From an optimization exercise on the open Yosys and OpenROAD flow, aimed at small area, a short achievable clock period and few clock cycles; shortcuts taken in it are not production practice.
The RTL was checked by simulation tests, not by an equivalence proof against the original design.
Power is estimated from default activity; no workload was simulated.

==> build 24 <==
## mips_top
module mips_top (input         clk,
                 input         rst,
                 input         port_sel,
                 input         port_en,
                 input  [31:0] user_input,
                 input  [31:0] mem_rdata,
                 output [7:0]  mem_addr,
                 output [31:0] mem_wdata,
                 output        mem_we,
                 output [31:0] outport,
                 output        halted);
    reg [31:0] inport0, inport1, outp;
    always @(posedge clk) begin
        if (port_en && !port_sel) inport0 <= user_input;
        if (port_en &&  port_sel) inport1 <= user_input;
    end
    assign outport = outp;
    reg  [7:0]  ma;      
    reg         fv;      
    reg  [7:0]  ra;      
    reg  [7:0]  da;      
    reg  [7:0]  da1;     
    reg         dv;      
    reg         dbp;     
    reg         dtk;     
    reg         btb_v, btb_1, btb_2, btb_f;
    reg  [7:0]  ras;
    reg  [7:0]  btb_a, btb_t;
    reg         mwe;
    reg  [31:0] mwd;
    assign mem_addr  = ma;
    assign mem_we    = mwe;
    assign mem_wdata = mwd;
    reg         ldm;     
    reg  [4:0]  ldm_rt;
    reg         ldw;     
    reg  [4:0]  ldw_rt;
    reg         hlt;
    assign halted = hlt;
    reg         rst_q;
    always @(posedge clk)
        rst_q <= rst;
    reg  [31:0] ir;
    reg         iv;
    reg         ir_bp;   
    reg         ir_btb;  
    reg  [31:0] rpc;     
    reg         xv;
    reg  [31:0] xa, xb;  
    reg  [31:0] xalt;    
    reg         mq;      
  ...
==> flow/config.mk <==
export PLATFORM = sky130hd
export DESIGN_NAME = mips_top
export DESIGN_NICKNAME = mips_top
export VERILOG_FILES = /design/flow/design.v
export SDC_FILE = /design/flow/constraint.sdc
export NUM_CORES = 8
export LEC_CHECK = 0
export CAP_MARGIN = 20
export CORE_MARGIN = 2
export CORE_UTILIZATION = 50
export CTS_CLUSTER_DIAMETER = 60
export CTS_CLUSTER_SIZE = 20
export PLACE_DENSITY = 0.65
export SLEW_MARGIN = 20
==> flow/constraint.sdc <==
create_clock -name core_clock -period 14.0 [get_ports {clk}]
set_input_delay 2.8000 -clock core_clock [delete_from_list [all_inputs] [get_ports {clk}]]
set_output_delay 2.8000 -clock core_clock [all_outputs]
set_load 0.01 [all_outputs]
standard.sh (not shown) runs the stock make flow with config.mk's settings and CLKGATE_MAP_FILE= SYNTH_SCRIPT=/design/flow/synth_recipe.tcl, a recipe that flattens the netlist after the stock synthesis.
==> flow/flow/run.sh <==
#!/bin/bash
set -o pipefail
bash standard.sh SETUP_SLACK_MARGIN=10 \
    "BUFFER_PORTS_ARGS=-buffer_cell sky130_fd_sc_hd__buf_4" \
    finish > standard.log 2>&1
==> inputs of trial 18, as changes to build 24 <==
--- a/flow/design.v
+++ b/flow/design.v
@@ -198,12 +198,12 @@
             w_we   <= 1'b0;
             mq     <= 1'b0;
             btb_v  <= 1'b0;
             ras    <= 8'd0;
         end else begin
-            if (d_jump && d_op_j && mem_rdata[26])
-                ras <= da1;
+            if (iv && i_jal)
+                ras <= rpc4[9:2];
             if (iv && branch && pred && !(btb_v && btb_a == rpc[9:2])) begin
                 btb_v <= 1'b1;
                 btb_1 <= 1'b0;
                 btb_2 <= 1'b0;
                 btb_f <= 1'b0;
@@ -329,26 +329,14 @@
                 if (rst || wsel[r])
                     q <= wbus;
             assign rv[r] = q;
         end
     endgenerate
-    wire fw0 = en0 && we && (wa == ra0) && (wa != 5'd0);
-    wire fw1 = en1 && we && (wa == ra1) && (wa != 5'd0);
-    wire [31:0] sel0 = (32'd1 << ra0) & {32{en0 && !fw0}};
-    wire [31:0] sel1 = (32'd1 << ra1) & {32{en1 && !fw1}};
-    reg  [31:0] o0, o1;
-    integer k;
-    always @(*) begin
-        o0 = {32{fw0}} & wd;
-        o1 = {32{fw1}} & wd;
-        for (k = 1; k < 32; k = k + 1) begin
-            o0 = o0 | ({32{sel0[k]}} & rv[k]);
-            o1 = o1 | ({32{sel1[k]}} & rv[k]);
-        end
-    end
-    assign rd0 = o0;
-    assign rd1 = o1;
+    wire fw0 = we && (wa == ra0) && (wa != 5'd0);
+    wire fw1 = we && (wa == ra1) && (wa != 5'd0);
+    assign rd0 = {32{en0}} & (fw0 ? wd : rv[ra0]);
+    assign rd1 = {32{en1}} & (fw1 ? wd : rv[ra1]);
 endmodule
 module mips_mul (input             clk,
                  input             rst,
                  input             start,
                  input             sgn,
==> flow/flow/run.sh (replaced) <==
#!/bin/bash
set -o pipefail
bash standard.sh SETUP_SLACK_MARGIN=10.3 finish > standard.log 2>&1
--- a/flow/config.mk
+++ b/flow/config.mk
@@ -5,10 +5,10 @@
 export SDC_FILE = /design/flow/constraint.sdc
 export NUM_CORES = 8
 export LEC_CHECK = 0
 export CAP_MARGIN = 20
 export CORE_MARGIN = 2
-export CORE_UTILIZATION = 50
+export CORE_UTILIZATION = 55
 export CTS_CLUSTER_DIAMETER = 60
 export CTS_CLUSTER_SIZE = 20
-export PLACE_DENSITY = 0.65
+export PLACE_DENSITY = 0.7
 export SLEW_MARGIN = 20
==> inputs of build 44, as changes to build 24 <==
--- a/flow/design.v
+++ b/flow/design.v
@@ -100,12 +100,11 @@
     wire [31:0] rf_a, rf_b;
     reg         w_we;
     reg  [4:0]  w_wa;
     reg  [31:0] w_wd;
     register_file i_rf (.clk(clk), .rst(rst_q), .we(w_we), .wa(w_wa), .wd(w_wd),
-                        .ra0(rs), .ra1(rt), .en0(!a_zero), .en1(b_rt),
-                        .rd0(rf_a), .rd1(rf_b));
+                        .ra0(rs), .ra1(rt), .rd0(rf_a), .rd1(rf_b));
     wire        mbusy;
     wire [31:0] hi, lo;
     wire        x_exec  = xv && !ldw && !hlt;
     wire        x_free  = !xv || x_exec;
     wire        x_free_d = !(xv && ldw);       
@@ -152,20 +151,22 @@
     wire [31:0] btarget = {rpc[31:2] + {14'd0, imm} + 30'd1, 2'b00};
     wire [31:0] rtarget = (i_j || i_jal) ? {rpc4[31:28], ir[25:0], 2'b00} :
                           f_jr ? {rpc[31:10], ras, 2'b00} : btarget;
     wire fxa = xv && x_wr && (x_wa == rs) && !a_zero;
     wire fxb = xv && x_wr && (x_wa == rt) && b_rt;
-    wire [31:0] a_base = rf_a;
-    wire [31:0] b_base = rf_b
-                       | ({32{i_alu}}  & {16'd0, imm})
+    wire fwa = !a_zero && !fxa && w_we && (w_wa == rs);
+    wire fwb = b_rt && !fxb && w_we && (w_wa == rt);
+    wire fra = !a_zero && !fxa && !fwa;
+    wire frb = b_rt && !fxb && !fwb;
+    wire [31:0] b_alt  = ({32{i_alu}}  & {16'd0, imm})
                        | ({32{lw_p0}}  & inport0)
                        | ({32{lw_p1}}  & inport1)
                        | ({32{i_jal}}  & rpc4)
                        | ({32{f_mfhi}} & hi)
                        | ({32{f_mflo}} & lo);
-    wire [31:0] a_next = fxa ? x_res : a_base;
-    wire [31:0] b_next = fxb ? x_res : b_base;
+    wire [31:0] a_next = ({32{fxa}} & x_res) | ({32{fwa}} & w_wd) | ({32{fra}} & rf_a);
+    wire [31:0] b_next = ({32{fxb}} & x_res) | ({32{fwb}} & w_wd) | ({32{frb}} & rf_b) | b_alt;
     wire ir_free = r_adv || !iv;
     wire btb_hit = btb_v && fv && (ma == btb_a);
     wire btb_x   = btb_f ? btb_2 : btb_1;
     wire btb_tk  = btb_hit && !btb_x;
     wire accept  = dv && !x_redir && ir_free;
@@ -198,12 +199,12 @@
             w_we   <= 1'b0;
             mq     <= 1'b0;
             btb_v  <= 1'b0;
             ras    <= 8'd0;
         end else begin
-            if (d_jump && d_op_j && mem_rdata[26])
-                ras <= da1;
+            if (iv && i_jal)
+                ras <= rpc4[9:2];
             if (iv && branch && pred && !(btb_v && btb_a == rpc[9:2])) begin
                 btb_v <= 1'b1;
                 btb_1 <= 1'b0;
                 btb_2 <= 1'b0;
                 btb_f <= 1'b0;
@@ -311,12 +312,10 @@
                       input             we,
                       input      [4:0]  wa,
                       input      [31:0] wd,
                       input      [4:0]  ra0,
                       input      [4:0]  ra1,
-                      input             en0,     
-                      input             en1,
                       output     [31:0] rd0,
                       output     [31:0] rd1);
     wire [31:0] wsel = we ? (32'd1 << wa) : 32'd0;
     wire [31:0] wbus = rst ? 32'd0 : wd;
     wire [31:0] rv [0:31];
@@ -329,26 +328,12 @@
                 if (rst || wsel[r])
                     q <= wbus;
             assign rv[r] = q;
         end
     endgenerate
-    wire fw0 = en0 && we && (wa == ra0) && (wa != 5'd0);
-    wire fw1 = en1 && we && (wa == ra1) && (wa != 5'd0);
-    wire [31:0] sel0 = (32'd1 << ra0) & {32{en0 && !fw0}};
-    wire [31:0] sel1 = (32'd1 << ra1) & {32{en1 && !fw1}};
-    reg  [31:0] o0, o1;
-    integer k;
-    always @(*) begin
-        o0 = {32{fw0}} & wd;
-        o1 = {32{fw1}} & wd;
-        for (k = 1; k < 32; k = k + 1) begin
-            o0 = o0 | ({32{sel0[k]}} & rv[k]);
-            o1 = o1 | ({32{sel1[k]}} & rv[k]);
-        end
-    end
-    assign rd0 = o0;
-    assign rd1 = o1;
+    assign rd0 = rv[ra0];
+    assign rd1 = rv[ra1];
 endmodule
 module mips_mul (input             clk,
                  input             rst,
                  input             start,
                  input             sgn,
--- a/flow/config.mk
+++ b/flow/config.mk
@@ -5,10 +5,10 @@
 export SDC_FILE = /design/flow/constraint.sdc
 export NUM_CORES = 8
 export LEC_CHECK = 0
 export CAP_MARGIN = 20
 export CORE_MARGIN = 2
-export CORE_UTILIZATION = 50
+export CORE_UTILIZATION = 55
 export CTS_CLUSTER_DIAMETER = 60
 export CTS_CLUSTER_SIZE = 20
-export PLACE_DENSITY = 0.65
+export PLACE_DENSITY = 0.7
 export SLEW_MARGIN = 20
==> comparison <==
- Build 24 finished with timing, DRC and antenna clean. Build 44 completed without violations. Trial 18 ran to the end with no violations.
- Via count: build 24 > trial 18 > build 44.
- Worst hold slack: trial 18 > build 24 > build 44.
- In clock power, trial 18 and build 44 hardly differ.
- Combinational power: trial 18 > build 24 > build 44.
- In build 44 the register-to-register slack is better than in build 24, by 0.38 ns.
- In build 24 the total power is larger than in build 44, by about 9%.
- Sequential share of layout area: build 44 > trial 18 > build 24.
- Clock skew: build 44 < build 24 < trial 18.
Testbench counts of build 24, summed over its fixed seeds: cycles 184,562.
Testbench counts of trial 18, summed over its fixed seeds: cycles 184,562.
Testbench counts of build 44, summed over its fixed seeds: cycles 184,562.

-- re-timing with driven ports --
The results above use ideal ports. As a check the final layouts listed here were re-extracted and re-timed, cells and wires unchanged. Step 1 (the two cells are an assumption about what drives the block):
set clk [get_ports {clk}]
set_driving_cell -lib_cell sky130_fd_sc_hd__clkbuf_16 $clk
set_driving_cell -lib_cell sky130_fd_sc_hd__buf_2 [delete_from_list [all_inputs] $clk]
Step 2 also shifts input and output timing later by t, the mid clock arrival at the registers, as if the neighbouring blocks saw the same clock. a / b / c = ideal ports / drivers / drivers and shift; a / b = the first two.
| run | t, ns | slack for setup (ns) | worst register clock-pin slew, ns |
|---|---|---|---|
| build 24 | 0.913 | 9.521 / 9.521 / 8.776 | 0.09 / 0.09 |
| trial 18 | 0.871 | 9.860 / 9.849 / 9.233 | 0.09 / 0.09 |
| build 44 | 0.880 | 9.905 / 9.836 / 9.135 | 0.09 / 0.09 |
After both steps setup and hold are still met in every run listed. The setup slack of build 44, which loses most, moves by -0.069 ns with the drivers and by -0.770 ns with both steps.
